Source: an optimization exercise on an open RTL-to-GDS flow (aim: small area, a short achievable clock period and few clock cycles). Production flows keep margins and buffers that such runs may drop. No functional check of the RTL was part of any run shown here. Power is estimated from default activity; no workload was simulated.

File: design/flow/config.mk
export PLATFORM = sky130hd
export DESIGN_NAME = JAM
export DESIGN_NICKNAME = JAM
export VERILOG_FILES = /design/flow/design.v
export SDC_FILE = /design/flow/constraint.sdc
export NUM_CORES = 4
export LEC_CHECK = 0
export CAP_MARGIN = 20
export CORE_MARGIN = 2
export CORE_UTILIZATION = 40
export SLEW_MARGIN = 20
File: design/flow/constraint.sdc
create_clock -name core_clock -period 5.0 [get_ports {CLK}]
set_input_delay 1.0000 -clock core_clock [delete_from_list [all_inputs] [get_ports {CLK}]]
set_output_delay 1.0000 -clock core_clock [all_outputs]
set_load 0.01 [all_outputs]
File: design/flow/design.v
module JAM (
input CLK,
input RST,
output reg [2:0] W,
output reg [2:0] J,
input [6:0] Cost,
output reg [3:0] MatchCount,
output reg [9:0] MinCost,
output reg Valid );
reg [7:0] cnt;
wire reading = (cnt[7:6] == 2'd0);
always @(posedge CLK or posedge RST)
  if (RST) cnt <= 8'd0;
  else if (cnt != 8'd255) cnt <= cnt + 8'd1;
wire [7:0] cntn = cnt + 8'd1;
reg [2:0] wnext;
always @(*) begin
  case (cntn[5:3])
    3'd0: wnext = 3'd0;
    3'd1: wnext = 3'd4;
    3'd2: wnext = 3'd1;
    3'd3: wnext = 3'd5;
    3'd4: wnext = 3'd2;
    3'd5: wnext = 3'd6;
    3'd6: wnext = 3'd3;
    3'd7: wnext = 3'd7;
    default: wnext = 3'd0;
  endcase
end
always @(posedge CLK or posedge RST)
  if (RST) begin W <= 3'd0; J <= 3'd0; end
  else begin W <= wnext; J <= cntn[2:0]; end
reg [6:0] R0_0, R0_1, R0_2, R0_3, R0_4, R0_5, R0_6, R0_7;
reg [6:0] R1_0, R1_1, R1_2, R1_3, R1_4, R1_5, R1_6, R1_7;
reg [6:0] R2_0, R2_1, R2_2, R2_3, R2_4, R2_5, R2_6, R2_7;
reg [6:0] R3_0, R3_1, R3_2, R3_3, R3_4, R3_5, R3_6, R3_7;
reg [6:0] R4_0, R4_1, R4_2, R4_3, R4_4, R4_5, R4_6, R4_7;
reg [6:0] R5_0, R5_1, R5_2, R5_3, R5_4, R5_5, R5_6, R5_7;
reg [6:0] R6_0, R6_1, R6_2, R6_3, R6_4, R6_5, R6_6, R6_7;
reg [6:0] R7_0, R7_1, R7_2, R7_3, R7_4, R7_5, R7_6, R7_7;
always @(posedge CLK) begin
  R0_0 <= R0_1;
  R0_1 <= R0_2;
  R0_2 <= R0_3;
  R0_3 <= R0_4;
  R0_4 <= R0_5;
  R0_5 <= R0_6;
  R0_6 <= R0_7;
  R0_7 <= (reading && W == 3'd0) ? Cost : R0_0;
  R1_0 <= R1_1;
  R1_1 <= R1_2;
  R1_2 <= R1_3;
  R1_3 <= R1_4;
  R1_4 <= R1_5;
  R1_5 <= R1_6;
  R1_6 <= R1_7;
  R1_7 <= (reading && W == 3'd1) ? Cost : R1_0;
  R2_0 <= R2_1;
  R2_1 <= R2_2;
  R2_2 <= R2_3;
  R2_3 <= R2_4;
  R2_4 <= R2_5;
  R2_5 <= R2_6;
  R2_6 <= R2_7;
  R2_7 <= (reading && W == 3'd2) ? Cost : R2_0;
  R3_0 <= R3_1;
  R3_1 <= R3_2;
  R3_2 <= R3_3;
  R3_3 <= R3_4;
  R3_4 <= R3_5;
  R3_5 <= R3_6;
  R3_6 <= R3_7;
  R3_7 <= (reading && W == 3'd3) ? Cost : R3_0;
  R4_0 <= R4_1;
  R4_1 <= R4_2;
  R4_2 <= R4_3;
  R4_3 <= R4_4;
  R4_4 <= R4_5;
  R4_5 <= R4_6;
  R4_6 <= R4_7;
  R4_7 <= (reading && W == 3'd4) ? Cost : R4_0;
  R5_0 <= R5_1;
  R5_1 <= R5_2;
  R5_2 <= R5_3;
  R5_3 <= R5_4;
  R5_4 <= R5_5;
  R5_5 <= R5_6;
  R5_6 <= R5_7;
  R5_7 <= (reading && W == 3'd5) ? Cost : R5_0;
  R6_0 <= R6_1;
  R6_1 <= R6_2;
  R6_2 <= R6_3;
  R6_3 <= R6_4;
  R6_4 <= R6_5;
  R6_5 <= R6_6;
  R6_6 <= R6_7;
  R6_7 <= (reading && W == 3'd6) ? Cost : R6_0;
  R7_0 <= R7_1;
  R7_1 <= R7_2;
  R7_2 <= R7_3;
  R7_3 <= R7_4;
  R7_4 <= R7_5;
  R7_5 <= R7_6;
  R7_6 <= R7_7;
  R7_7 <= (reading && W == 3'd7) ? Cost : R7_0;
end
wire [7:0] k0 = cnt - 8'd62;
reg [3:0] pat0;
always @(*) begin
  case (k0)
    8'd0: pat0 = 4'd0;
    8'd1: pat0 = 4'd0;
    8'd2: pat0 = 4'd0;
    8'd3: pat0 = 4'd0;
    8'd4: pat0 = 4'd0;
    8'd5: pat0 = 4'd0;
    8'd6: pat0 = 4'd0;
    8'd7: pat0 = 4'd0;
    8'd8: pat0 = 4'd1;
    8'd9: pat0 = 4'd1;
    8'd10: pat0 = 4'd1;
    8'd11: pat0 = 4'd1;
    8'd12: pat0 = 4'd1;
    8'd13: pat0 = 4'd1;
    8'd14: pat0 = 4'd1;
    8'd15: pat0 = 4'd1;
    8'd16: pat0 = 4'd2;
    8'd17: pat0 = 4'd2;
    8'd18: pat0 = 4'd2;
    8'd19: pat0 = 4'd2;
    8'd20: pat0 = 4'd2;
    8'd21: pat0 = 4'd2;
    8'd22: pat0 = 4'd2;
    8'd23: pat0 = 4'd2;
    8'd24: pat0 = 4'd3;
    8'd25: pat0 = 4'd3;
    8'd26: pat0 = 4'd3;
    8'd27: pat0 = 4'd3;
    8'd28: pat0 = 4'd3;
    8'd29: pat0 = 4'd3;
    8'd30: pat0 = 4'd3;
    8'd31: pat0 = 4'd3;
    8'd32: pat0 = 4'd4;
    8'd33: pat0 = 4'd4;
    8'd34: pat0 = 4'd4;
    8'd35: pat0 = 4'd4;
    8'd36: pat0 = 4'd4;
    8'd37: pat0 = 4'd4;
    8'd38: pat0 = 4'd4;
    8'd39: pat0 = 4'd4;
    8'd40: pat0 = 4'd5;
    8'd41: pat0 = 4'd5;
    8'd42: pat0 = 4'd5;
    8'd43: pat0 = 4'd5;
    8'd44: pat0 = 4'd5;
    8'd45: pat0 = 4'd5;
    8'd46: pat0 = 4'd5;
    8'd47: pat0 = 4'd5;
    8'd48: pat0 = 4'd6;
    8'd49: pat0 = 4'd6;
    8'd50: pat0 = 4'd6;
    8'd51: pat0 = 4'd6;
    8'd52: pat0 = 4'd6;
    8'd53: pat0 = 4'd6;
    8'd54: pat0 = 4'd6;
    8'd55: pat0 = 4'd6;
    8'd56: pat0 = 4'd7;
    8'd57: pat0 = 4'd7;
    8'd58: pat0 = 4'd7;
    8'd59: pat0 = 4'd7;
    8'd60: pat0 = 4'd7;
    8'd61: pat0 = 4'd7;
    8'd62: pat0 = 4'd7;
    8'd63: pat0 = 4'd7;
    8'd64: pat0 = 4'd8;
    8'd65: pat0 = 4'd8;
    8'd66: pat0 = 4'd8;
    8'd67: pat0 = 4'd8;
    8'd68: pat0 = 4'd9;
    8'd69: pat0 = 4'd9;
    default: pat0 = 4'd0;
  endcase
end
wire ev0 = (cnt >= 8'd62) && (cnt < 8'd132);
wire last0 = (cnt == 8'd131);
wire [7:0] k0n = cntn - 8'd61;
reg [3:0] patn;
always @(*) begin
  case (k0n)
    8'd0: patn = 4'd0;
    8'd1: patn = 4'd0;
    8'd2: patn = 4'd0;
    8'd3: patn = 4'd0;
    8'd4: patn = 4'd0;
    8'd5: patn = 4'd0;
    8'd6: patn = 4'd0;
    8'd7: patn = 4'd0;
    8'd8: patn = 4'd1;
    8'd9: patn = 4'd1;
    8'd10: patn = 4'd1;
    8'd11: patn = 4'd1;
    8'd12: patn = 4'd1;
    8'd13: patn = 4'd1;
    8'd14: patn = 4'd1;
    8'd15: patn = 4'd1;
    8'd16: patn = 4'd2;
    8'd17: patn = 4'd2;
    8'd18: patn = 4'd2;
    8'd19: patn = 4'd2;
    8'd20: patn = 4'd2;
    8'd21: patn = 4'd2;
    8'd22: patn = 4'd2;
    8'd23: patn = 4'd2;
    8'd24: patn = 4'd3;
    8'd25: patn = 4'd3;
    8'd26: patn = 4'd3;
    8'd27: patn = 4'd3;
    8'd28: patn = 4'd3;
    8'd29: patn = 4'd3;
    8'd30: patn = 4'd3;
    8'd31: patn = 4'd3;
    8'd32: patn = 4'd4;
    8'd33: patn = 4'd4;
    8'd34: patn = 4'd4;
    8'd35: patn = 4'd4;
    8'd36: patn = 4'd4;
    8'd37: patn = 4'd4;
    8'd38: patn = 4'd4;
    8'd39: patn = 4'd4;
    8'd40: patn = 4'd5;
    8'd41: patn = 4'd5;
    8'd42: patn = 4'd5;
    8'd43: patn = 4'd5;
    8'd44: patn = 4'd5;
    8'd45: patn = 4'd5;
    8'd46: patn = 4'd5;
    8'd47: patn = 4'd5;
    8'd48: patn = 4'd6;
    8'd49: patn = 4'd6;
    8'd50: patn = 4'd6;
    8'd51: patn = 4'd6;
    8'd52: patn = 4'd6;
    8'd53: patn = 4'd6;
    8'd54: patn = 4'd6;
    8'd55: patn = 4'd6;
    8'd56: patn = 4'd7;
    8'd57: patn = 4'd7;
    8'd58: patn = 4'd7;
    8'd59: patn = 4'd7;
    8'd60: patn = 4'd7;
    8'd61: patn = 4'd7;
    8'd62: patn = 4'd7;
    8'd63: patn = 4'd7;
    8'd64: patn = 4'd8;
    8'd65: patn = 4'd8;
    8'd66: patn = 4'd8;
    8'd67: patn = 4'd8;
    8'd68: patn = 4'd9;
    8'd69: patn = 4'd9;
    default: patn = 4'd0;
  endcase
end
reg [3:0] patA, patB, patC;
always @(posedge CLK) begin patA <= patn; patB <= patA; patC <= patB; end
reg v1, v2, v3, v4, l1, l2, l3, l4;
always @(posedge CLK or posedge RST)
  if (RST) begin v1 <= 1'b0; v2 <= 1'b0; v3 <= 1'b0; v4 <= 1'b0; l1 <= 1'b0; l2 <= 1'b0; l3 <= 1'b0; l4 <= 1'b0; end
  else begin v1 <= ev0; v2 <= v1; v3 <= v2; v4 <= v3; l1 <= last0; l2 <= l1; l3 <= l2; l4 <= l3; end
reg [6:0] X0_0, X0_0_d;
always @(*) X0_0_d = R0_1;
always @(posedge CLK) X0_0 <= X0_0_d;
reg [6:0] X1_0, X1_0_d;
always @(*) X1_0_d = R1_1;
always @(posedge CLK) X1_0 <= X1_0_d;
reg [6:0] X0_1, X0_1_d;
always @(*) begin
  case (patA)
    4'd0: X0_1_d = R0_2;
    4'd1: X0_1_d = R0_6;
    4'd2: X0_1_d = R0_2;
    4'd3: X0_1_d = R0_2;
    4'd4: X0_1_d = R0_2;
    4'd5: X0_1_d = R0_6;
    4'd6: X0_1_d = R0_6;
    4'd7: X0_1_d = R0_2;
    4'd8: X0_1_d = R0_2;
    4'd9: X0_1_d = R0_3;
    default: X0_1_d = R0_2;
  endcase
end
always @(posedge CLK) X0_1 <= X0_1_d;
reg [6:0] X1_1, X1_1_d;
always @(*) begin
  case (patA)
    4'd0: X1_1_d = R1_2;
    4'd1: X1_1_d = R1_6;
    4'd2: X1_1_d = R1_2;
    4'd3: X1_1_d = R1_2;
    4'd4: X1_1_d = R1_2;
    4'd5: X1_1_d = R1_6;
    4'd6: X1_1_d = R1_6;
    4'd7: X1_1_d = R1_2;
    4'd8: X1_1_d = R1_2;
    4'd9: X1_1_d = R1_3;
    default: X1_1_d = R1_2;
  endcase
end
always @(posedge CLK) X1_1 <= X1_1_d;
reg [6:0] X0_2, X0_2_d;
always @(*) begin
  case (patA)
    4'd0: X0_2_d = R0_3;
    4'd1: X0_2_d = R0_5;
    4'd2: X0_2_d = R0_3;
    4'd3: X0_2_d = R0_3;
    4'd4: X0_2_d = R0_5;
    4'd5: X0_2_d = R0_3;
    4'd6: X0_2_d = R0_3;
    4'd7: X0_2_d = R0_5;
    4'd8: X0_2_d = R0_5;
    4'd9: X0_2_d = R0_5;
    default: X0_2_d = R0_3;
  endcase
end
always @(posedge CLK) X0_2 <= X0_2_d;
reg [6:0] X1_2, X1_2_d;
always @(*) begin
  case (patA)
    4'd0: X1_2_d = R1_3;
    4'd1: X1_2_d = R1_5;
    4'd2: X1_2_d = R1_3;
    4'd3: X1_2_d = R1_3;
    4'd4: X1_2_d = R1_5;
    4'd5: X1_2_d = R1_3;
    4'd6: X1_2_d = R1_3;
    4'd7: X1_2_d = R1_5;
    4'd8: X1_2_d = R1_5;
    4'd9: X1_2_d = R1_5;
    default: X1_2_d = R1_3;
  endcase
end
always @(posedge CLK) X1_2 <= X1_2_d;
reg [6:0] X0_3, X0_3_d;
always @(*) begin
  case (patA)
    4'd0: X0_3_d = R0_4;
    4'd1: X0_3_d = R0_7;
    4'd2: X0_3_d = R0_6;
    4'd3: X0_3_d = R0_7;
    4'd4: X0_3_d = R0_4;
    4'd5: X0_3_d = R0_7;
    4'd6: X0_3_d = R0_4;
    4'd7: X0_3_d = R0_7;
    4'd8: X0_3_d = R0_6;
    4'd9: X0_3_d = R0_7;
    default: X0_3_d = R0_4;
  endcase
end
always @(posedge CLK) X0_3 <= X0_3_d;
reg [6:0] X1_3, X1_3_d;
always @(*) begin
  case (patA)
    4'd0: X1_3_d = R1_4;
    4'd1: X1_3_d = R1_7;
    4'd2: X1_3_d = R1_6;
    4'd3: X1_3_d = R1_7;
    4'd4: X1_3_d = R1_4;
    4'd5: X1_3_d = R1_7;
    4'd6: X1_3_d = R1_4;
    4'd7: X1_3_d = R1_7;
    4'd8: X1_3_d = R1_6;
    4'd9: X1_3_d = R1_7;
    default: X1_3_d = R1_4;
  endcase
end
always @(posedge CLK) X1_3 <= X1_3_d;
wire [7:0] T2_01_s1 = X0_0 + X1_1;
wire [7:0] T2_01_s2 = X0_1 + X1_0;
wire T2_01_lt = T2_01_s1 < T2_01_s2;
wire T2_01_eq = T2_01_s1 == T2_01_s2;
reg [7:0] T2_01_v; reg T2_01_e;
wire [7:0] T2_02_s1 = X0_0 + X1_2;
wire [7:0] T2_02_s2 = X0_2 + X1_0;
wire T2_02_lt = T2_02_s1 < T2_02_s2;
wire T2_02_eq = T2_02_s1 == T2_02_s2;
reg [7:0] T2_02_v; reg T2_02_e;
wire [7:0] T2_03_s1 = X0_0 + X1_3;
wire [7:0] T2_03_s2 = X0_3 + X1_0;
wire T2_03_lt = T2_03_s1 < T2_03_s2;
wire T2_03_eq = T2_03_s1 == T2_03_s2;
reg [7:0] T2_03_v; reg T2_03_e;
wire [7:0] T2_12_s1 = X0_1 + X1_2;
wire [7:0] T2_12_s2 = X0_2 + X1_1;
wire T2_12_lt = T2_12_s1 < T2_12_s2;
wire T2_12_eq = T2_12_s1 == T2_12_s2;
reg [7:0] T2_12_v; reg T2_12_e;
wire [7:0] T2_13_s1 = X0_1 + X1_3;
wire [7:0] T2_13_s2 = X0_3 + X1_1;
wire T2_13_lt = T2_13_s1 < T2_13_s2;
wire T2_13_eq = T2_13_s1 == T2_13_s2;
reg [7:0] T2_13_v; reg T2_13_e;
wire [7:0] T2_23_s1 = X0_2 + X1_3;
wire [7:0] T2_23_s2 = X0_3 + X1_2;
wire T2_23_lt = T2_23_s1 < T2_23_s2;
wire T2_23_eq = T2_23_s1 == T2_23_s2;
reg [7:0] T2_23_v; reg T2_23_e;
always @(posedge CLK) begin
  T2_01_v <= T2_01_lt ? T2_01_s1 : T2_01_s2;
  T2_01_e <= T2_01_eq;
  T2_02_v <= T2_02_lt ? T2_02_s1 : T2_02_s2;
  T2_02_e <= T2_02_eq;
  T2_03_v <= T2_03_lt ? T2_03_s1 : T2_03_s2;
  T2_03_e <= T2_03_eq;
  T2_12_v <= T2_12_lt ? T2_12_s1 : T2_12_s2;
  T2_12_e <= T2_12_eq;
  T2_13_v <= T2_13_lt ? T2_13_s1 : T2_13_s2;
  T2_13_e <= T2_13_eq;
  T2_23_v <= T2_23_lt ? T2_23_s1 : T2_23_s2;
  T2_23_e <= T2_23_eq;
end
reg [6:0] X2_0, X2_0_d;
always @(*) X2_0_d = R2_0;
always @(posedge CLK) X2_0 <= X2_0_d;
reg [6:0] X2_1, X2_1_d;
always @(*) begin
  case (patB)
    4'd0: X2_1_d = R2_1;
    4'd1: X2_1_d = R2_5;
    4'd2: X2_1_d = R2_1;
    4'd3: X2_1_d = R2_1;
    4'd4: X2_1_d = R2_1;
    4'd5: X2_1_d = R2_5;
    4'd6: X2_1_d = R2_5;
    4'd7: X2_1_d = R2_1;
    4'd8: X2_1_d = R2_1;
    4'd9: X2_1_d = R2_2;
    default: X2_1_d = R2_1;
  endcase
end
always @(posedge CLK) X2_1 <= X2_1_d;
reg [6:0] X2_2, X2_2_d;
always @(*) begin
  case (patB)
    4'd0: X2_2_d = R2_2;
    4'd1: X2_2_d = R2_4;
    4'd2: X2_2_d = R2_2;
    4'd3: X2_2_d = R2_2;
    4'd4: X2_2_d = R2_4;
    4'd5: X2_2_d = R2_2;
    4'd6: X2_2_d = R2_2;
    4'd7: X2_2_d = R2_4;
    4'd8: X2_2_d = R2_4;
    4'd9: X2_2_d = R2_4;
    default: X2_2_d = R2_2;
  endcase
end
always @(posedge CLK) X2_2 <= X2_2_d;
reg [6:0] X2_3, X2_3_d;
always @(*) begin
  case (patB)
    4'd0: X2_3_d = R2_3;
    4'd1: X2_3_d = R2_6;
    4'd2: X2_3_d = R2_5;
    4'd3: X2_3_d = R2_6;
    4'd4: X2_3_d = R2_3;
    4'd5: X2_3_d = R2_6;
    4'd6: X2_3_d = R2_3;
    4'd7: X2_3_d = R2_6;
    4'd8: X2_3_d = R2_5;
    4'd9: X2_3_d = R2_6;
    default: X2_3_d = R2_3;
  endcase
end
always @(posedge CLK) X2_3 <= X2_3_d;
reg [5:0] T2E1;
always @(posedge CLK) T2E1 <= {T2_23_e, T2_13_e, T2_12_e, T2_03_e, T2_02_e, T2_01_e};
wire [8:0] T3_012_u0 = {1'b0,T2_12_v} + {2'b0,X2_0};
wire [8:0] T3_012_u1 = {1'b0,T2_02_v} + {2'b0,X2_1};
wire [8:0] T3_012_u2 = {1'b0,T2_01_v} + {2'b0,X2_2};
wire T3_012_lt01 = T3_012_u0 < T3_012_u1;
wire T3_012_eq01 = T3_012_u0 == T3_012_u1;
wire T3_012_lt02 = T3_012_u0 < T3_012_u2;
wire T3_012_eq02 = T3_012_u0 == T3_012_u2;
wire T3_012_lt12 = T3_012_u1 < T3_012_u2;
wire T3_012_eq12 = T3_012_u1 == T3_012_u2;
wire T3_012_m0 = ~(~T3_012_lt01 & ~T3_012_eq01) & ~(~T3_012_lt02 & ~T3_012_eq02);
wire T3_012_m1 = ~T3_012_lt01 & ~(~T3_012_lt12 & ~T3_012_eq12);
wire T3_012_m2 = ~T3_012_lt02 & ~T3_012_lt12;
wire [8:0] T3_012_v = ({9{T3_012_m0}} & T3_012_u0) | ({9{T3_012_m1}} & T3_012_u1) | ({9{T3_012_m2}} & T3_012_u2);
reg [8:0] T3_012_V; reg [2:0] T3_012_M;
wire [8:0] T3_013_u0 = {1'b0,T2_13_v} + {2'b0,X2_0};
wire [8:0] T3_013_u1 = {1'b0,T2_03_v} + {2'b0,X2_1};
wire [8:0] T3_013_u2 = {1'b0,T2_01_v} + {2'b0,X2_3};
wire T3_013_lt01 = T3_013_u0 < T3_013_u1;
wire T3_013_eq01 = T3_013_u0 == T3_013_u1;
wire T3_013_lt02 = T3_013_u0 < T3_013_u2;
wire T3_013_eq02 = T3_013_u0 == T3_013_u2;
wire T3_013_lt12 = T3_013_u1 < T3_013_u2;
wire T3_013_eq12 = T3_013_u1 == T3_013_u2;
wire T3_013_m0 = ~(~T3_013_lt01 & ~T3_013_eq01) & ~(~T3_013_lt02 & ~T3_013_eq02);
wire T3_013_m1 = ~T3_013_lt01 & ~(~T3_013_lt12 & ~T3_013_eq12);
wire T3_013_m2 = ~T3_013_lt02 & ~T3_013_lt12;
wire [8:0] T3_013_v = ({9{T3_013_m0}} & T3_013_u0) | ({9{T3_013_m1}} & T3_013_u1) | ({9{T3_013_m2}} & T3_013_u2);
reg [8:0] T3_013_V; reg [2:0] T3_013_M;
wire [8:0] T3_023_u0 = {1'b0,T2_23_v} + {2'b0,X2_0};
wire [8:0] T3_023_u1 = {1'b0,T2_03_v} + {2'b0,X2_2};
wire [8:0] T3_023_u2 = {1'b0,T2_02_v} + {2'b0,X2_3};
wire T3_023_lt01 = T3_023_u0 < T3_023_u1;
wire T3_023_eq01 = T3_023_u0 == T3_023_u1;
wire T3_023_lt02 = T3_023_u0 < T3_023_u2;
wire T3_023_eq02 = T3_023_u0 == T3_023_u2;
wire T3_023_lt12 = T3_023_u1 < T3_023_u2;
wire T3_023_eq12 = T3_023_u1 == T3_023_u2;
wire T3_023_m0 = ~(~T3_023_lt01 & ~T3_023_eq01) & ~(~T3_023_lt02 & ~T3_023_eq02);
wire T3_023_m1 = ~T3_023_lt01 & ~(~T3_023_lt12 & ~T3_023_eq12);
wire T3_023_m2 = ~T3_023_lt02 & ~T3_023_lt12;
wire [8:0] T3_023_v = ({9{T3_023_m0}} & T3_023_u0) | ({9{T3_023_m1}} & T3_023_u1) | ({9{T3_023_m2}} & T3_023_u2);
reg [8:0] T3_023_V; reg [2:0] T3_023_M;
wire [8:0] T3_123_u0 = {1'b0,T2_23_v} + {2'b0,X2_1};
wire [8:0] T3_123_u1 = {1'b0,T2_13_v} + {2'b0,X2_2};
wire [8:0] T3_123_u2 = {1'b0,T2_12_v} + {2'b0,X2_3};
wire T3_123_lt01 = T3_123_u0 < T3_123_u1;
wire T3_123_eq01 = T3_123_u0 == T3_123_u1;
wire T3_123_lt02 = T3_123_u0 < T3_123_u2;
wire T3_123_eq02 = T3_123_u0 == T3_123_u2;
wire T3_123_lt12 = T3_123_u1 < T3_123_u2;
wire T3_123_eq12 = T3_123_u1 == T3_123_u2;
wire T3_123_m0 = ~(~T3_123_lt01 & ~T3_123_eq01) & ~(~T3_123_lt02 & ~T3_123_eq02);
wire T3_123_m1 = ~T3_123_lt01 & ~(~T3_123_lt12 & ~T3_123_eq12);
wire T3_123_m2 = ~T3_123_lt02 & ~T3_123_lt12;
wire [8:0] T3_123_v = ({9{T3_123_m0}} & T3_123_u0) | ({9{T3_123_m1}} & T3_123_u1) | ({9{T3_123_m2}} & T3_123_u2);
reg [8:0] T3_123_V; reg [2:0] T3_123_M;
always @(posedge CLK) begin
  T3_012_V <= T3_012_v; T3_012_M <= {T3_012_m2, T3_012_m1, T3_012_m0};
  T3_013_V <= T3_013_v; T3_013_M <= {T3_013_m2, T3_013_m1, T3_013_m0};
  T3_023_V <= T3_023_v; T3_023_M <= {T3_023_m2, T3_023_m1, T3_023_m0};
  T3_123_V <= T3_123_v; T3_123_M <= {T3_123_m2, T3_123_m1, T3_123_m0};
end
reg [6:0] X3_0, X3_0_d;
always @(*) X3_0_d = R3_7;
always @(posedge CLK) X3_0 <= X3_0_d;
reg [6:0] X3_1, X3_1_d;
always @(*) begin
  case (patC)
    4'd0: X3_1_d = R3_0;
    4'd1: X3_1_d = R3_4;
    4'd2: X3_1_d = R3_0;
    4'd3: X3_1_d = R3_0;
    4'd4: X3_1_d = R3_0;
    4'd5: X3_1_d = R3_4;
    4'd6: X3_1_d = R3_4;
    4'd7: X3_1_d = R3_0;
    4'd8: X3_1_d = R3_0;
    4'd9: X3_1_d = R3_1;
    default: X3_1_d = R3_0;
  endcase
end
always @(posedge CLK) X3_1 <= X3_1_d;
reg [6:0] X3_2, X3_2_d;
always @(*) begin
  case (patC)
    4'd0: X3_2_d = R3_1;
    4'd1: X3_2_d = R3_3;
    4'd2: X3_2_d = R3_1;
    4'd3: X3_2_d = R3_1;
    4'd4: X3_2_d = R3_3;
    4'd5: X3_2_d = R3_1;
    4'd6: X3_2_d = R3_1;
    4'd7: X3_2_d = R3_3;
    4'd8: X3_2_d = R3_3;
    4'd9: X3_2_d = R3_3;
    default: X3_2_d = R3_1;
  endcase
end
always @(posedge CLK) X3_2 <= X3_2_d;
reg [6:0] X3_3, X3_3_d;
always @(*) begin
  case (patC)
    4'd0: X3_3_d = R3_2;
    4'd1: X3_3_d = R3_5;
    4'd2: X3_3_d = R3_4;
    4'd3: X3_3_d = R3_5;
    4'd4: X3_3_d = R3_2;
    4'd5: X3_3_d = R3_5;
    4'd6: X3_3_d = R3_2;
    4'd7: X3_3_d = R3_5;
    4'd8: X3_3_d = R3_4;
    4'd9: X3_3_d = R3_5;
    default: X3_3_d = R3_2;
  endcase
end
always @(posedge CLK) X3_3 <= X3_3_d;
wire [2:0] T3_012_n = ({3{T3_012_M[0]}} & {1'b0, T2E1[3], ~T2E1[3]}) + ({3{T3_012_M[1]}} & {1'b0, T2E1[1], ~T2E1[1]}) + ({3{T3_012_M[2]}} & {1'b0, T2E1[0], ~T2E1[0]});
wire [2:0] T3_013_n = ({3{T3_013_M[0]}} & {1'b0, T2E1[4], ~T2E1[4]}) + ({3{T3_013_M[1]}} & {1'b0, T2E1[2], ~T2E1[2]}) + ({3{T3_013_M[2]}} & {1'b0, T2E1[0], ~T2E1[0]});
wire [2:0] T3_023_n = ({3{T3_023_M[0]}} & {1'b0, T2E1[5], ~T2E1[5]}) + ({3{T3_023_M[1]}} & {1'b0, T2E1[2], ~T2E1[2]}) + ({3{T3_023_M[2]}} & {1'b0, T2E1[1], ~T2E1[1]});
wire [2:0] T3_123_n = ({3{T3_123_M[0]}} & {1'b0, T2E1[5], ~T2E1[5]}) + ({3{T3_123_M[1]}} & {1'b0, T2E1[4], ~T2E1[4]}) + ({3{T3_123_M[2]}} & {1'b0, T2E1[3], ~T2E1[3]});
wire [9:0] T4_u0 = {1'b0,T3_123_V} + {3'b0,X3_0};
wire [9:0] T4_u1 = {1'b0,T3_023_V} + {3'b0,X3_1};
wire [9:0] T4_u2 = {1'b0,T3_013_V} + {3'b0,X3_2};
wire [9:0] T4_u3 = {1'b0,T3_012_V} + {3'b0,X3_3};
wire T4_lt01 = T4_u0 < T4_u1;
wire T4_eq01 = T4_u0 == T4_u1;
wire T4_lt02 = T4_u0 < T4_u2;
wire T4_eq02 = T4_u0 == T4_u2;
wire T4_lt03 = T4_u0 < T4_u3;
wire T4_eq03 = T4_u0 == T4_u3;
wire T4_lt12 = T4_u1 < T4_u2;
wire T4_eq12 = T4_u1 == T4_u2;
wire T4_lt13 = T4_u1 < T4_u3;
wire T4_eq13 = T4_u1 == T4_u3;
wire T4_lt23 = T4_u2 < T4_u3;
wire T4_eq23 = T4_u2 == T4_u3;
wire T4_m0 = ~(~T4_lt01 & ~T4_eq01) & ~(~T4_lt02 & ~T4_eq02) & ~(~T4_lt03 & ~T4_eq03);
wire T4_m1 = ~T4_lt01 & ~(~T4_lt12 & ~T4_eq12) & ~(~T4_lt13 & ~T4_eq13);
wire T4_m2 = ~T4_lt02 & ~T4_lt12 & ~(~T4_lt23 & ~T4_eq23);
wire T4_m3 = ~T4_lt03 & ~T4_lt13 & ~T4_lt23;
wire [9:0] T4_v = ({10{T4_m0}} & T4_u0) | ({10{T4_m1}} & T4_u1) | ({10{T4_m2}} & T4_u2) | ({10{T4_m3}} & T4_u3);
reg [9:0] T4_V; reg [3:0] T4_M; reg [2:0] T4_C0, T4_C1, T4_C2, T4_C3;
always @(posedge CLK) begin
  T4_V <= T4_v; T4_M <= {T4_m3, T4_m2, T4_m1, T4_m0};
  T4_C0 <= T3_123_n;
  T4_C1 <= T3_023_n;
  T4_C2 <= T3_013_n;
  T4_C3 <= T3_012_n;
end
wire [3:0] T4_n = ({4{T4_M[0]}} & {1'b0,T4_C0}) + ({4{T4_M[1]}} & {1'b0,T4_C1}) + ({4{T4_M[2]}} & {1'b0,T4_C2}) + ({4{T4_M[3]}} & {1'b0,T4_C3});
reg [6:0] X4_0, X4_0_d;
always @(*) begin
  case (patA)
    4'd0: X4_0_d = R4_5;
    4'd1: X4_0_d = R4_3;
    4'd2: X4_0_d = R4_5;
    4'd3: X4_0_d = R4_5;
    4'd4: X4_0_d = R4_3;
    4'd5: X4_0_d = R4_5;
    4'd6: X4_0_d = R4_5;
    4'd7: X4_0_d = R4_3;
    4'd8: X4_0_d = R4_3;
    4'd9: X4_0_d = R4_6;
    default: X4_0_d = R4_5;
  endcase
end
always @(posedge CLK) X4_0 <= X4_0_d;
reg [6:0] X5_0, X5_0_d;
always @(*) begin
  case (patA)
    4'd0: X5_0_d = R5_5;
    4'd1: X5_0_d = R5_3;
    4'd2: X5_0_d = R5_5;
    4'd3: X5_0_d = R5_5;
    4'd4: X5_0_d = R5_3;
    4'd5: X5_0_d = R5_5;
    4'd6: X5_0_d = R5_5;
    4'd7: X5_0_d = R5_3;
    4'd8: X5_0_d = R5_3;
    4'd9: X5_0_d = R5_6;
    default: X5_0_d = R5_5;
  endcase
end
always @(posedge CLK) X5_0 <= X5_0_d;
reg [6:0] X4_1, X4_1_d;
always @(*) begin
  case (patA)
    4'd0: X4_1_d = R4_6;
    4'd1: X4_1_d = R4_2;
    4'd2: X4_1_d = R4_4;
    4'd3: X4_1_d = R4_6;
    4'd4: X4_1_d = R4_6;
    4'd5: X4_1_d = R4_2;
    4'd6: X4_1_d = R4_2;
    4'd7: X4_1_d = R4_6;
    4'd8: X4_1_d = R4_4;
    4'd9: X4_1_d = R4_2;
    default: X4_1_d = R4_6;
  endcase
end
always @(posedge CLK) X4_1 <= X4_1_d;
reg [6:0] X5_1, X5_1_d;
always @(*) begin
  case (patA)
    4'd0: X5_1_d = R5_6;
    4'd1: X5_1_d = R5_2;
    4'd2: X5_1_d = R5_4;
    4'd3: X5_1_d = R5_6;
    4'd4: X5_1_d = R5_6;
    4'd5: X5_1_d = R5_2;
    4'd6: X5_1_d = R5_2;
    4'd7: X5_1_d = R5_6;
    4'd8: X5_1_d = R5_4;
    4'd9: X5_1_d = R5_2;
    default: X5_1_d = R5_6;
  endcase
end
always @(posedge CLK) X5_1 <= X5_1_d;
reg [6:0] X4_2, X4_2_d;
always @(*) X4_2_d = R4_0;
always @(posedge CLK) X4_2 <= X4_2_d;
reg [6:0] X5_2, X5_2_d;
always @(*) X5_2_d = R5_0;
always @(posedge CLK) X5_2 <= X5_2_d;
reg [6:0] X4_3, X4_3_d;
always @(*) begin
  case (patA)
    4'd0: X4_3_d = R4_7;
    4'd1: X4_3_d = R4_4;
    4'd2: X4_3_d = R4_7;
    4'd3: X4_3_d = R4_4;
    4'd4: X4_3_d = R4_7;
    4'd5: X4_3_d = R4_4;
    4'd6: X4_3_d = R4_7;
    4'd7: X4_3_d = R4_4;
    4'd8: X4_3_d = R4_7;
    4'd9: X4_3_d = R4_4;
    default: X4_3_d = R4_7;
  endcase
end
always @(posedge CLK) X4_3 <= X4_3_d;
reg [6:0] X5_3, X5_3_d;
always @(*) begin
  case (patA)
    4'd0: X5_3_d = R5_7;
    4'd1: X5_3_d = R5_4;
    4'd2: X5_3_d = R5_7;
    4'd3: X5_3_d = R5_4;
    4'd4: X5_3_d = R5_7;
    4'd5: X5_3_d = R5_4;
    4'd6: X5_3_d = R5_7;
    4'd7: X5_3_d = R5_4;
    4'd8: X5_3_d = R5_7;
    4'd9: X5_3_d = R5_4;
    default: X5_3_d = R5_7;
  endcase
end
always @(posedge CLK) X5_3 <= X5_3_d;
wire [7:0] B2_01_s1 = X4_0 + X5_1;
wire [7:0] B2_01_s2 = X4_1 + X5_0;
wire B2_01_lt = B2_01_s1 < B2_01_s2;
wire B2_01_eq = B2_01_s1 == B2_01_s2;
reg [7:0] B2_01_v; reg B2_01_e;
wire [7:0] B2_02_s1 = X4_0 + X5_2;
wire [7:0] B2_02_s2 = X4_2 + X5_0;
wire B2_02_lt = B2_02_s1 < B2_02_s2;
wire B2_02_eq = B2_02_s1 == B2_02_s2;
reg [7:0] B2_02_v; reg B2_02_e;
wire [7:0] B2_03_s1 = X4_0 + X5_3;
wire [7:0] B2_03_s2 = X4_3 + X5_0;
wire B2_03_lt = B2_03_s1 < B2_03_s2;
wire B2_03_eq = B2_03_s1 == B2_03_s2;
reg [7:0] B2_03_v; reg B2_03_e;
wire [7:0] B2_12_s1 = X4_1 + X5_2;
wire [7:0] B2_12_s2 = X4_2 + X5_1;
wire B2_12_lt = B2_12_s1 < B2_12_s2;
wire B2_12_eq = B2_12_s1 == B2_12_s2;
reg [7:0] B2_12_v; reg B2_12_e;
wire [7:0] B2_13_s1 = X4_1 + X5_3;
wire [7:0] B2_13_s2 = X4_3 + X5_1;
wire B2_13_lt = B2_13_s1 < B2_13_s2;
wire B2_13_eq = B2_13_s1 == B2_13_s2;
reg [7:0] B2_13_v; reg B2_13_e;
wire [7:0] B2_23_s1 = X4_2 + X5_3;
wire [7:0] B2_23_s2 = X4_3 + X5_2;
wire B2_23_lt = B2_23_s1 < B2_23_s2;
wire B2_23_eq = B2_23_s1 == B2_23_s2;
reg [7:0] B2_23_v; reg B2_23_e;
always @(posedge CLK) begin
  B2_01_v <= B2_01_lt ? B2_01_s1 : B2_01_s2;
  B2_01_e <= B2_01_eq;
  B2_02_v <= B2_02_lt ? B2_02_s1 : B2_02_s2;
  B2_02_e <= B2_02_eq;
  B2_03_v <= B2_03_lt ? B2_03_s1 : B2_03_s2;
  B2_03_e <= B2_03_eq;
  B2_12_v <= B2_12_lt ? B2_12_s1 : B2_12_s2;
  B2_12_e <= B2_12_eq;
  B2_13_v <= B2_13_lt ? B2_13_s1 : B2_13_s2;
  B2_13_e <= B2_13_eq;
  B2_23_v <= B2_23_lt ? B2_23_s1 : B2_23_s2;
  B2_23_e <= B2_23_eq;
end
reg [6:0] X6_0, X6_0_d;
always @(*) begin
  case (patB)
    4'd0: X6_0_d = R6_4;
    4'd1: X6_0_d = R6_2;
    4'd2: X6_0_d = R6_4;
    4'd3: X6_0_d = R6_4;
    4'd4: X6_0_d = R6_2;
    4'd5: X6_0_d = R6_4;
    4'd6: X6_0_d = R6_4;
    4'd7: X6_0_d = R6_2;
    4'd8: X6_0_d = R6_2;
    4'd9: X6_0_d = R6_5;
    default: X6_0_d = R6_4;
  endcase
end
always @(posedge CLK) X6_0 <= X6_0_d;
reg [6:0] X6_1, X6_1_d;
always @(*) begin
  case (patB)
    4'd0: X6_1_d = R6_5;
    4'd1: X6_1_d = R6_1;
    4'd2: X6_1_d = R6_3;
    4'd3: X6_1_d = R6_5;
    4'd4: X6_1_d = R6_5;
    4'd5: X6_1_d = R6_1;
    4'd6: X6_1_d = R6_1;
    4'd7: X6_1_d = R6_5;
    4'd8: X6_1_d = R6_3;
    4'd9: X6_1_d = R6_1;
    default: X6_1_d = R6_5;
  endcase
end
always @(posedge CLK) X6_1 <= X6_1_d;
reg [6:0] X6_2, X6_2_d;
always @(*) X6_2_d = R6_7;
always @(posedge CLK) X6_2 <= X6_2_d;
reg [6:0] X6_3, X6_3_d;
always @(*) begin
  case (patB)
    4'd0: X6_3_d = R6_6;
    4'd1: X6_3_d = R6_3;
    4'd2: X6_3_d = R6_6;
    4'd3: X6_3_d = R6_3;
    4'd4: X6_3_d = R6_6;
    4'd5: X6_3_d = R6_3;
    4'd6: X6_3_d = R6_6;
    4'd7: X6_3_d = R6_3;
    4'd8: X6_3_d = R6_6;
    4'd9: X6_3_d = R6_3;
    default: X6_3_d = R6_6;
  endcase
end
always @(posedge CLK) X6_3 <= X6_3_d;
reg [5:0] B2E1;
always @(posedge CLK) B2E1 <= {B2_23_e, B2_13_e, B2_12_e, B2_03_e, B2_02_e, B2_01_e};
wire [8:0] B3_012_u0 = {1'b0,B2_12_v} + {2'b0,X6_0};
wire [8:0] B3_012_u1 = {1'b0,B2_02_v} + {2'b0,X6_1};
wire [8:0] B3_012_u2 = {1'b0,B2_01_v} + {2'b0,X6_2};
wire B3_012_lt01 = B3_012_u0 < B3_012_u1;
wire B3_012_eq01 = B3_012_u0 == B3_012_u1;
wire B3_012_lt02 = B3_012_u0 < B3_012_u2;
wire B3_012_eq02 = B3_012_u0 == B3_012_u2;
wire B3_012_lt12 = B3_012_u1 < B3_012_u2;
wire B3_012_eq12 = B3_012_u1 == B3_012_u2;
wire B3_012_m0 = ~(~B3_012_lt01 & ~B3_012_eq01) & ~(~B3_012_lt02 & ~B3_012_eq02);
wire B3_012_m1 = ~B3_012_lt01 & ~(~B3_012_lt12 & ~B3_012_eq12);
wire B3_012_m2 = ~B3_012_lt02 & ~B3_012_lt12;
wire [8:0] B3_012_v = ({9{B3_012_m0}} & B3_012_u0) | ({9{B3_012_m1}} & B3_012_u1) | ({9{B3_012_m2}} & B3_012_u2);
reg [8:0] B3_012_V; reg [2:0] B3_012_M;
wire [8:0] B3_013_u0 = {1'b0,B2_13_v} + {2'b0,X6_0};
wire [8:0] B3_013_u1 = {1'b0,B2_03_v} + {2'b0,X6_1};
wire [8:0] B3_013_u2 = {1'b0,B2_01_v} + {2'b0,X6_3};
wire B3_013_lt01 = B3_013_u0 < B3_013_u1;
wire B3_013_eq01 = B3_013_u0 == B3_013_u1;
wire B3_013_lt02 = B3_013_u0 < B3_013_u2;
wire B3_013_eq02 = B3_013_u0 == B3_013_u2;
wire B3_013_lt12 = B3_013_u1 < B3_013_u2;
wire B3_013_eq12 = B3_013_u1 == B3_013_u2;
wire B3_013_m0 = ~(~B3_013_lt01 & ~B3_013_eq01) & ~(~B3_013_lt02 & ~B3_013_eq02);
wire B3_013_m1 = ~B3_013_lt01 & ~(~B3_013_lt12 & ~B3_013_eq12);
wire B3_013_m2 = ~B3_013_lt02 & ~B3_013_lt12;
wire [8:0] B3_013_v = ({9{B3_013_m0}} & B3_013_u0) | ({9{B3_013_m1}} & B3_013_u1) | ({9{B3_013_m2}} & B3_013_u2);
reg [8:0] B3_013_V; reg [2:0] B3_013_M;
wire [8:0] B3_023_u0 = {1'b0,B2_23_v} + {2'b0,X6_0};
wire [8:0] B3_023_u1 = {1'b0,B2_03_v} + {2'b0,X6_2};
wire [8:0] B3_023_u2 = {1'b0,B2_02_v} + {2'b0,X6_3};
wire B3_023_lt01 = B3_023_u0 < B3_023_u1;
wire B3_023_eq01 = B3_023_u0 == B3_023_u1;
wire B3_023_lt02 = B3_023_u0 < B3_023_u2;
wire B3_023_eq02 = B3_023_u0 == B3_023_u2;
wire B3_023_lt12 = B3_023_u1 < B3_023_u2;
wire B3_023_eq12 = B3_023_u1 == B3_023_u2;
wire B3_023_m0 = ~(~B3_023_lt01 & ~B3_023_eq01) & ~(~B3_023_lt02 & ~B3_023_eq02);
wire B3_023_m1 = ~B3_023_lt01 & ~(~B3_023_lt12 & ~B3_023_eq12);
wire B3_023_m2 = ~B3_023_lt02 & ~B3_023_lt12;
wire [8:0] B3_023_v = ({9{B3_023_m0}} & B3_023_u0) | ({9{B3_023_m1}} & B3_023_u1) | ({9{B3_023_m2}} & B3_023_u2);
reg [8:0] B3_023_V; reg [2:0] B3_023_M;
wire [8:0] B3_123_u0 = {1'b0,B2_23_v} + {2'b0,X6_1};
wire [8:0] B3_123_u1 = {1'b0,B2_13_v} + {2'b0,X6_2};
wire [8:0] B3_123_u2 = {1'b0,B2_12_v} + {2'b0,X6_3};
wire B3_123_lt01 = B3_123_u0 < B3_123_u1;
wire B3_123_eq01 = B3_123_u0 == B3_123_u1;
wire B3_123_lt02 = B3_123_u0 < B3_123_u2;
wire B3_123_eq02 = B3_123_u0 == B3_123_u2;
wire B3_123_lt12 = B3_123_u1 < B3_123_u2;
wire B3_123_eq12 = B3_123_u1 == B3_123_u2;
wire B3_123_m0 = ~(~B3_123_lt01 & ~B3_123_eq01) & ~(~B3_123_lt02 & ~B3_123_eq02);
wire B3_123_m1 = ~B3_123_lt01 & ~(~B3_123_lt12 & ~B3_123_eq12);
wire B3_123_m2 = ~B3_123_lt02 & ~B3_123_lt12;
wire [8:0] B3_123_v = ({9{B3_123_m0}} & B3_123_u0) | ({9{B3_123_m1}} & B3_123_u1) | ({9{B3_123_m2}} & B3_123_u2);
reg [8:0] B3_123_V; reg [2:0] B3_123_M;
always @(posedge CLK) begin
  B3_012_V <= B3_012_v; B3_012_M <= {B3_012_m2, B3_012_m1, B3_012_m0};
  B3_013_V <= B3_013_v; B3_013_M <= {B3_013_m2, B3_013_m1, B3_013_m0};
  B3_023_V <= B3_023_v; B3_023_M <= {B3_023_m2, B3_023_m1, B3_023_m0};
  B3_123_V <= B3_123_v; B3_123_M <= {B3_123_m2, B3_123_m1, B3_123_m0};
end
reg [6:0] X7_0, X7_0_d;
always @(*) begin
  case (patC)
    4'd0: X7_0_d = R7_3;
    4'd1: X7_0_d = R7_1;
    4'd2: X7_0_d = R7_3;
    4'd3: X7_0_d = R7_3;
    4'd4: X7_0_d = R7_1;
    4'd5: X7_0_d = R7_3;
    4'd6: X7_0_d = R7_3;
    4'd7: X7_0_d = R7_1;
    4'd8: X7_0_d = R7_1;
    4'd9: X7_0_d = R7_4;
    default: X7_0_d = R7_3;
  endcase
end
always @(posedge CLK) X7_0 <= X7_0_d;
reg [6:0] X7_1, X7_1_d;
always @(*) begin
  case (patC)
    4'd0: X7_1_d = R7_4;
    4'd1: X7_1_d = R7_0;
    4'd2: X7_1_d = R7_2;
    4'd3: X7_1_d = R7_4;
    4'd4: X7_1_d = R7_4;
    4'd5: X7_1_d = R7_0;
    4'd6: X7_1_d = R7_0;
    4'd7: X7_1_d = R7_4;
    4'd8: X7_1_d = R7_2;
    4'd9: X7_1_d = R7_0;
    default: X7_1_d = R7_4;
  endcase
end
always @(posedge CLK) X7_1 <= X7_1_d;
reg [6:0] X7_2, X7_2_d;
always @(*) X7_2_d = R7_6;
always @(posedge CLK) X7_2 <= X7_2_d;
reg [6:0] X7_3, X7_3_d;
always @(*) begin
  case (patC)
    4'd0: X7_3_d = R7_5;
    4'd1: X7_3_d = R7_2;
    4'd2: X7_3_d = R7_5;
    4'd3: X7_3_d = R7_2;
    4'd4: X7_3_d = R7_5;
    4'd5: X7_3_d = R7_2;
    4'd6: X7_3_d = R7_5;
    4'd7: X7_3_d = R7_2;
    4'd8: X7_3_d = R7_5;
    4'd9: X7_3_d = R7_2;
    default: X7_3_d = R7_5;
  endcase
end
always @(posedge CLK) X7_3 <= X7_3_d;
wire [2:0] B3_012_n = ({3{B3_012_M[0]}} & {1'b0, B2E1[3], ~B2E1[3]}) + ({3{B3_012_M[1]}} & {1'b0, B2E1[1], ~B2E1[1]}) + ({3{B3_012_M[2]}} & {1'b0, B2E1[0], ~B2E1[0]});
wire [2:0] B3_013_n = ({3{B3_013_M[0]}} & {1'b0, B2E1[4], ~B2E1[4]}) + ({3{B3_013_M[1]}} & {1'b0, B2E1[2], ~B2E1[2]}) + ({3{B3_013_M[2]}} & {1'b0, B2E1[0], ~B2E1[0]});
wire [2:0] B3_023_n = ({3{B3_023_M[0]}} & {1'b0, B2E1[5], ~B2E1[5]}) + ({3{B3_023_M[1]}} & {1'b0, B2E1[2], ~B2E1[2]}) + ({3{B3_023_M[2]}} & {1'b0, B2E1[1], ~B2E1[1]});
wire [2:0] B3_123_n = ({3{B3_123_M[0]}} & {1'b0, B2E1[5], ~B2E1[5]}) + ({3{B3_123_M[1]}} & {1'b0, B2E1[4], ~B2E1[4]}) + ({3{B3_123_M[2]}} & {1'b0, B2E1[3], ~B2E1[3]});
wire [9:0] B4_u0 = {1'b0,B3_123_V} + {3'b0,X7_0};
wire [9:0] B4_u1 = {1'b0,B3_023_V} + {3'b0,X7_1};
wire [9:0] B4_u2 = {1'b0,B3_013_V} + {3'b0,X7_2};
wire [9:0] B4_u3 = {1'b0,B3_012_V} + {3'b0,X7_3};
wire B4_lt01 = B4_u0 < B4_u1;
wire B4_eq01 = B4_u0 == B4_u1;
wire B4_lt02 = B4_u0 < B4_u2;
wire B4_eq02 = B4_u0 == B4_u2;
wire B4_lt03 = B4_u0 < B4_u3;
wire B4_eq03 = B4_u0 == B4_u3;
wire B4_lt12 = B4_u1 < B4_u2;
wire B4_eq12 = B4_u1 == B4_u2;
wire B4_lt13 = B4_u1 < B4_u3;
wire B4_eq13 = B4_u1 == B4_u3;
wire B4_lt23 = B4_u2 < B4_u3;
wire B4_eq23 = B4_u2 == B4_u3;
wire B4_m0 = ~(~B4_lt01 & ~B4_eq01) & ~(~B4_lt02 & ~B4_eq02) & ~(~B4_lt03 & ~B4_eq03);
wire B4_m1 = ~B4_lt01 & ~(~B4_lt12 & ~B4_eq12) & ~(~B4_lt13 & ~B4_eq13);
wire B4_m2 = ~B4_lt02 & ~B4_lt12 & ~(~B4_lt23 & ~B4_eq23);
wire B4_m3 = ~B4_lt03 & ~B4_lt13 & ~B4_lt23;
wire [9:0] B4_v = ({10{B4_m0}} & B4_u0) | ({10{B4_m1}} & B4_u1) | ({10{B4_m2}} & B4_u2) | ({10{B4_m3}} & B4_u3);
reg [9:0] B4_V; reg [3:0] B4_M; reg [2:0] B4_C0, B4_C1, B4_C2, B4_C3;
always @(posedge CLK) begin
  B4_V <= B4_v; B4_M <= {B4_m3, B4_m2, B4_m1, B4_m0};
  B4_C0 <= B3_123_n;
  B4_C1 <= B3_023_n;
  B4_C2 <= B3_013_n;
  B4_C3 <= B3_012_n;
end
wire [3:0] B4_n = ({4{B4_M[0]}} & {1'b0,B4_C0}) + ({4{B4_M[1]}} & {1'b0,B4_C1}) + ({4{B4_M[2]}} & {1'b0,B4_C2}) + ({4{B4_M[3]}} & {1'b0,B4_C3});
reg [9:0] tot; reg [3:0] Fn, Gn;
always @(posedge CLK) begin
  tot <= T4_V + B4_V;
  Fn <= T4_n; Gn <= B4_n;
end
wire [3:0] totn = Fn * Gn;
always @(posedge CLK or posedge RST) begin
  if (RST) begin
    MinCost <= 10'd1023;
    MatchCount <= 4'd0;
    Valid <= 1'b0;
  end else begin
    if (v4) begin
      if (tot < MinCost) begin
        MinCost <= tot;
        MatchCount <= totn;
      end else if (tot == MinCost) begin
        MatchCount <= MatchCount + totn;
      end
    end
    if (l4) Valid <= 1'b1;
  end
end
endmodule
File: design/flow/run.sh
#!/bin/bash
# synth_recipe.tcl (not shown) runs the flow's synth.tcl, then flattens the netlist and writes it again
# the make line also repeats each setting of config.mk as NAME=value (left out here)
make -C /OpenROAD-flow-scripts/flow DESIGN_CONFIG=/design/flow/config.mk WORK_HOME=/design/flow/orfs CLKGATE_MAP_FILE= SYNTH_SCRIPT=/design/flow/synth_recipe.tcl finish
==> results.tsv, run 1 <==
metric	value	unit
outcome	finished clean	
power	38.80	mW
worst_path_most_repeated_cell	nor2_1	
ys_seq_elements	972	
end_kind	flip-flop	
hold_viol	0	
synth_area_per_cell	9.816	um^2
core-area	0.1313	mm^2
drc	0	
place.gp.congestion	0.9141	
power_frac_comb	53.8	%
grt_use_total	21.48	%
cp.required	5.54	ns
busiest_layer	met2	
final.setup_skew	0.04482	ns
period_minus_slack	4.393	ns
grt_pass1_vias	38210	
cts_root_buf	clkbuf_16	
postRouteAntennaNets	0	
first_pass_iters	8	
min_path_type	flip-flop to flip-flop	
synth.cell_area	0.05290	mm^2
final-seq-area	0.01966	mm^2
ys.flop_type	dfxtp_1	
vias	38770	
fmax	227.6	MHz
synthMuxAreaShare	3.231	%
yosysUniqueCellTypes	85	
cp-start-kind	flip-flop	
initial_core_util	40.29	%
area_delta_synth_final	11.30	%
cts_setup_buffers	0	
synth_compound_area_share	16.32	%
p_sw	16.66	mW
grt_use_met1	29.55	%
post_cts.resized_instances	0	
relSlewSlack	26.50	%
cp_top_family	compound AO/OA/AOI/OAI gates	
final.period_utilization	87.86	%
cts_tree	done	
synth_top_family_by_area	adder cells	
clkTransAtPathRegs	0.06	ns
fin_tns_setup	0	ns
slowest_stage	or4b_1	
synthSimpleGateAreaFrac	9.989	%
core.rowCount	133	
yosys_warnings	1	
async_reset_ff_share	3.807	%
drive_gt1_share	6.783	%
setup_violations	0	
antenna_found_initial	8	
ir_drop	0.2998	mV
viasPerCell	5.300	
tightest_slew	1.099	ns
hpwl	119.1	mm
rsz0062_at_grt	false	
wire_per_inst	20.17	um
htree_levels	3	
die-area	0.1352	mm^2
die_h	367.6	um
dieWidth	367.6	um
n_fill_cell	12410	
synthesis.nets	6320	
drtIter0Drc	2674	
drt_wl_total	147.5	mm
clockBufferDepth	3	
timing.hold.ws	0.2886	ns
crit_buf_inv	2	
path_max_fanout	6	
leakage	27.47	nW
intPower	22.14	mW
numCtsBuffers	99	
grtUsageMet3	2.484	%
pin_count	30	
clkPwrFrac	20.0	%
grt_pass1_wl	224.8	mm
drv_slew	0	
globalRouteOverflowTotal	0	
critical_path_class	flip-flop to flip-flop	
p_seq_share	26.2	%
power_density	659.1	mW/mm^2
synth-adder-area-share	23.20	%
holdBufCountCts	0	
fin_nets	6407	
grt_max_degree	38	
synth_edf_count	0	
synthXorXnorAreaFrac	6.105	%
cp.arrival	4.93	ns
path_cells	ha_1 -> fa_1 -> a211oi_1 -> nor2_1 -> a21oi_1 -> nor2_1 -> nor2_1 -> xor2_1 -> inv_1 -> ha_1 -> nand4_1 -> or4b_1 -> o221ai_1 -> o21ai_0 -> o21ai_0 -> a21o_1 -> inv_1 -> a221o_1	
multiInputGateArea	0.03116	mm^2
synth_cells	5389	
ys_seq_area_share	37.16	%
clock_latency	0.68	ns
io_buffers	29	
max-cap-violations	0	
clock_sinks	972	
max_stage_delay	0.54	ns
swShare	42.94	%
grt_util_met2	35.26	%
-- cells by family (layout without fill, tap and decap cells) --
logic type | after synthesis | count (layout)
multiplexers | 156 | 156
AND/OR/NAND/NOR | 1102 | 1102
other | 0 | 1
flip-flops | 972 | 972
buffers and inverters | 561 | 730
XOR/XNOR | 365 | 365
adder cells (fa/ha/maj) | 931 | 931
AO/OA/AOI/OAI | 1302 | 1302
-- cells in the final DEF, fill, tap and decap left out, drive strengths merged, types with 15 or more instances in the layout --
master,count
nor4,15
dfxtp,935
ha,836
clkbuf,141
nor3b,15
mux2,118
a211oi,17
nor3,46
o21a,67
a222oi,34
nor2,225
nand4,68
clkinv,20
inv,485
mux2i,38
nor2b,104
buf,38
and2,33
a21oi,401
xor2,81
o21ai,195
or2,19
o21bai,137
a21o,157
fa,86
a31oi,29
nand2,409
clkdlybuf4s50,29
dfrtp,27
xnor2,283
a221o,41
nand2b,83
o211ai,34
a22oi,113
nand3,43
-- through the flow --
step | setup WS, ns | cell area (um^2) | std cells | utilization [%]
floorplan | 1.207 | 52900 | 5389 | -
global placement | 0.7687 | 55390 | 7130 | 42.19
detailed placement | 0.6878 | 55390 | 7130 | 42.19
CTS | 0.6576 | 58870 | 7313 | 44.84
global route | 0.2774 | 58870 | 7313 | 44.84
finish | 0.6070 | 58880 | 7314 | 44.84
-- state kept, by name (all words and copies together) (netlist names), 9 cells and up --
register  flops
B3_023_V      9
T4_V         10
B3_123_V      9
T3_023_V      9
B3_013_V      9
T3_013_V      9
tot          10
T3_012_V      9
MinCost      10
B3_012_V      9
T3_123_V      9
B4_V         10
-- synthesized netlist by cell type (all sizes together), types with 73 or more instances --
cell,instances,area [um^2]
nor2b,104,650.6
o21bai,137,1028
nor2,225,844.6
inv,480,1802
xnor2,283,2479
fa,86,1722
o21ai,195,975.9
a21oi,401,2007
xor2,81,728.2
a22oi,113,848.3
ha,836,10460
a21o,157,1180
dfxtp,935,18720
clkbuf,73,274.0
nand2b,83,519.3
nand2,409,1535
mux2,118,1329
-- layout make-up --
class | instances | area share (%)
well taps | 1755 | 3.730
clock inverters | 42 | 1.009
multi-input cells | 3856 | 52.93
flip-flops and latches | 972 | 33.39
diodes | 1 | 0.004250
inverters | 480 | 3.060
clock buffers | 141 | 4.905
repair buffers | 67 | 0.9776
-- worst register-to-register path: cells and delay by family (launching register included) --
| family | cells | cell delay [ns] |
|---|---|---|
| AO/OA/AOI/OAI | 7 | 1.59 |
| XOR/XNOR | 1 | 0.23 |
| adder cells (fa/ha/maj) | 3 | 0.93 |
| flip-flops | 1 | 0.30 |
| buffers and inverters | 2 | 0.29 |
| AND/OR/NAND/NOR | 5 | 0.94 |
-- final timing paths --
path / endpoint / cells past startpoint / start / slack [ns]
max: B4_V[8] / 18 / B3_123_V[0] / 0.61
min: R3_6[5] / 0 / R3_7[5] / 0.29
max reg2reg: B4_V[8] / 18 / B3_123_V[0] / 0.61
min reg2reg: R3_6[5] / 0 / R3_7[5] / 0.29
max in group asynchronous: cnt[0] / 2 / RST / 3.50
min in group asynchronous: MatchCount[3] / 2 / RST / 0.85
-- power by group through the flow --
stage | registers (mW) | logic, mW | clock network (mW)
5_1_grt | 10.2 | 23.3 | 8.24
2_1_floorplan | 9.66 | 15.1 | 0
3_5_place_dp | 10.3 | 20.4 | 0
3_3_place_gp | 10.3 | 20.0 | 0
4_1_cts | 10.2 | 20.5 | 7.92
6_report | 10.2 | 20.9 | 7.76
-- metal layers --
| layer | up-vias | wire length [um] | part of all wire, % |
|---|---|---|---|
| met3 | 190 | 7083 | 4.8 |
| met4 | 2 | 3840 | 2.6 |
| met2 | 997 | 66980 | 45 |
| met1 | 18370 | 69610 | 47 |
| li1 | 19210 | - | - |
| met5 | - | 7 | 0.0047 |
==> inputs of run 2 (changes only) <==
--- a/design/flow/config.mk
+++ b/design/flow/config.mk
@@ -8,4 +8,6 @@
 export CAP_MARGIN = 20
 export CORE_MARGIN = 2
 export CORE_UTILIZATION = 40
+export SETUP_SLACK_MARGIN = 1.5
 export SLEW_MARGIN = 20
+export TNS_END_PERCENT = 100
==> results.tsv, run 2 <==
metric	value	unit	change
cts_tree	done		
cts_root_buf	clkbuf_16		
die_h	367.6	um	unchanged
cp-start-kind	flip-flop		
post-place-ws	0.8462	ns	+0.1584 ns
synth_edf_count	0		unchanged
ys_seq_elements	972		unchanged
hpwl	120.1	mm	+0.80%
ir_drop	0.3605	mV	+20%
synth_area_per_cell	9.816	um^2	unchanged
clkTransAtPathRegs	0.07	ns	about the same
fin_tns_setup	0	ns	unchanged
grt_use_met1	30.27	%	+0.72 points
timing.hold.ws	0.3190	ns	+0.03041 ns
final_area	0.06405	mm^2	+8.8%
outcome	finished clean		
leakage	29.11	nW	+6.0%
final.setup_skew	0.04803	ns	+0.003212 ns
path_max_fanout	6		unchanged
drive_gt1_share	20.56	%	+14 points
grtUsageMet3	2.432	%	-0.053 points
drt_wl_total	155.3	mm	+5.3%
holdBufCountCts	0		unchanged
power	45.46	mW	+17%
place.gp.congestion	0.9337		+2.1%
clock_sinks	972		unchanged
vias	39950		+3.1%
drtIter0Drc	2371		-11%
yosysMostFrequentCell	dfxtp_1		
numCtsBuffers	100		+1.0%
synth_commonest_cells	dfxtp_1, ha_1, inv_1, nand2_1, a21oi_1		
grt_pass1_vias	39280		+2.8%
clockBufferDepth	3		unchanged
max_stage_delay	0.50	ns	-0.04 ns
period_minus_slack	3.869	ns	-0.5236 ns
pin_count	30		unchanged
wire_per_inst	20.63	um	+2.3%
layout_common_cells	dfxtp_1, ha_1, inv_1		
drc	0		unchanged
path_cells	ha_2 -> inv_2 -> fa_2 -> nor2b_1 -> o2111ai_1 -> and2_4 -> nor2b_4 -> xnor2_4 -> inv_1 -> ha_1 -> nand4_1 -> or4b_4 -> o221ai_2 -> o21ai_1 -> o21ai_1 -> a21o_1 -> inv_2 -> a221o_1		
drv_slew	0		unchanged
globalRouteOverflowTotal	0		unchanged
viasPerCell	5.306		+0.11%
synth.cell_area	0.05290	mm^2	unchanged
busiest_layer	met2		
yosysUniqueCellTypes	85		unchanged
cp.arrival	4.42	ns	-0.51 ns
synth_area_leaders	dfxtp_1, ha_1, xnor2_1		
cp_top_family	simple AND/OR/NAND/NOR gates		
clock_latency	0.70	ns	+0.02 ns
fmax	258.4	MHz	+14%
die-area	0.1352	mm^2	unchanged
dieWidth	367.6	um	unchanged
synth_cells	5389		unchanged
htree_levels	3		unchanged
critical_path_class	flip-flop to flip-flop		
synth_top_area_share	35.39	%	unchanged
fin_util	48.78	%	+3.9 points
final.period_utilization	77.39	%	-10 points
initial_core_util	40.29	%	unchanged
mostFrequentLayoutCell	dfxtp_1		
setup_violations	0		unchanged
synth_top_cell_by_area	dfxtp_1		
grt_use_total	22.11	%	+0.63 points
cp.required	5.55	ns	about the same
rsz0062_at_grt	true		
core-area	0.1313	mm^2	unchanged
tightest_slew	1.069	ns	-0.02986 ns
power_density	709.7	mW/mm^2	+7.7%
grt_util_met2	35.99	%	+0.74 points
hold_viol	0		unchanged
slowest_stage	or4b_4		
grt_pass1_wl	231.1	mm	+2.8%
end_kind	flip-flop		
placed_cells	7127		-0.042%
async_reset_ff_share	3.807	%	unchanged
core.rowCount	133		unchanged
fin_cells	7530		+3.0%
first_pass_iters	6		-2
grt_max_degree	38		unchanged
setup_ws	1.131	ns	+0.5236 ns
postRouteAntennaNets	0		unchanged
antenna_found_initial	12		+4
min_path_type	flip-flop to flip-flop		
max-cap-violations	0		unchanged
io_buffers	29		unchanged
synthesis.nets	6320		unchanged
ys_seq_area_share	37.16	%	unchanged
post_dp_cell_area	0.05542	mm^2	about the same
yosys_warnings	1		unchanged
crit_buf_inv	3		+1
relSlewSlack	28.49	%	+2.0 points
area_delta_synth_final	21.09	%	
ys.flop_type	dfxtp_1		
fin_nets	6618		+3.3%
[run 2: cell counts after synthesis]
No cell type changed its count.
[run 2: final timing paths]
check,start,to,slack (ns),cells past startpoint
setup reg to reg,X7_1[0],B4_V[3],1.13,18
setup / recovery,X7_1[0],B4_V[3],1.13,18
hold reg to reg,R3_7[6],R3_6[6],0.32,0
max in group asynchronous,RST,cnt[6],3.69,2
min in group asynchronous,RST,MatchCount[3],0.76,2
hold / removal,R3_7[6],R3_6[6],0.32,0
[run 2: kinds of logic after synthesis]
family | count (synthesis) | synth area share (%)
compound gates | 1302 | 16.32
buf+inv | 561 | 3.990
fa+ha+maj | 931 | 23.20
flops | 972 | 37.16
xor+xnor | 365 | 6.105
simple gates | 1102 | 9.989
mux | 156 | 3.231
[run 2: worst register-to-register path, stage by stage, from the launching register on]
cell and delay [ns]:
dfxtp_1 0.31, ha_2 0.20, inv_2 0.04, fa_2 0.36, nor2b_1 0.16, o2111ai_1 0.20
and2_4 0.20, nor2b_4 0.14, xnor2_4 0.23, inv_1 0.08, ha_1 0.28, nand4_1 0.09
or4b_4 0.50, o221ai_2 0.19, o21ai_1 0.11, o21ai_1 0.09, a21o_1 0.18, inv_2 0.09
a221o_1 0.32
[run 2: timing repair]
item,4_1_cts,5_1_grt
setup endpoints to repair,132,170
pin swaps,129,231
buffers inserted,114,90
gates resized for setup,373,426
gates cloned,4,5
[run 2: final cells by class]
type / count / area [um^2]
clock inverters: 57 / 739.5
well taps: 1755 / 2196
inverters: 480 / 1805
repair buffers: 271 / 2228
fillers: 11900 / 67250
clock buffers: 130 / 2838
diodes: 3 / 7.507
multi-input cells: 3862 / 34440
flip-flops and latches: 972 / 19800
[run 2: per-layer routing]
layer,wire length (um),share of wire (%)
met1,71950,46
met2,70760,46
met3,6952,4.5
met4,5681,3.7
met5,0,0
[run 2: where the power goes]
part / switching (mW) / total (mW) / internal [mW]
sequential: 1.23 / 10.3 / 9.04
clock: 3.30 / 7.97 / 4.67
combinational: 14.9 / 27.2 / 12.3
total: 19.5 / 45.5 / 26.0

## separate check: timing with driven ports
The flow's constraints put no driver on any port. The routed layouts listed below were extracted and timed again, unchanged, in two steps.
Step 1: set_driving_cell puts a clkbuf_16 on CLK and a buf_2 on each other input, an assumption about the parent block.
Step 2 adds t to the input delays and takes it off the output delays; t is the mean of the earliest and latest rising clock arrival at the registers after step 1. Input paths then give back, and output paths get back, about the clock's delay inside the block.
a / b / c = ideal ports / drivers / drivers and shift; a / b = the first two.
| run | shift t [ns] | slack for setup (ns) | worst setup path after step 2 | latest minus earliest clock arrival (ns) | slew at the worst register clock pin (ns) |
|---|---|---|---|---|---|
| run 1 | 0.732 | 0.607 / 0.607 / 0.607 | register to register | 0.048 / 0.049 | 0.07 / 0.07 |
| run 2 | 0.752 | 1.131 / 1.131 / 1.131 | register to register | 0.049 / 0.049 | 0.07 / 0.07 |
After both steps setup and hold are still met in every run listed.
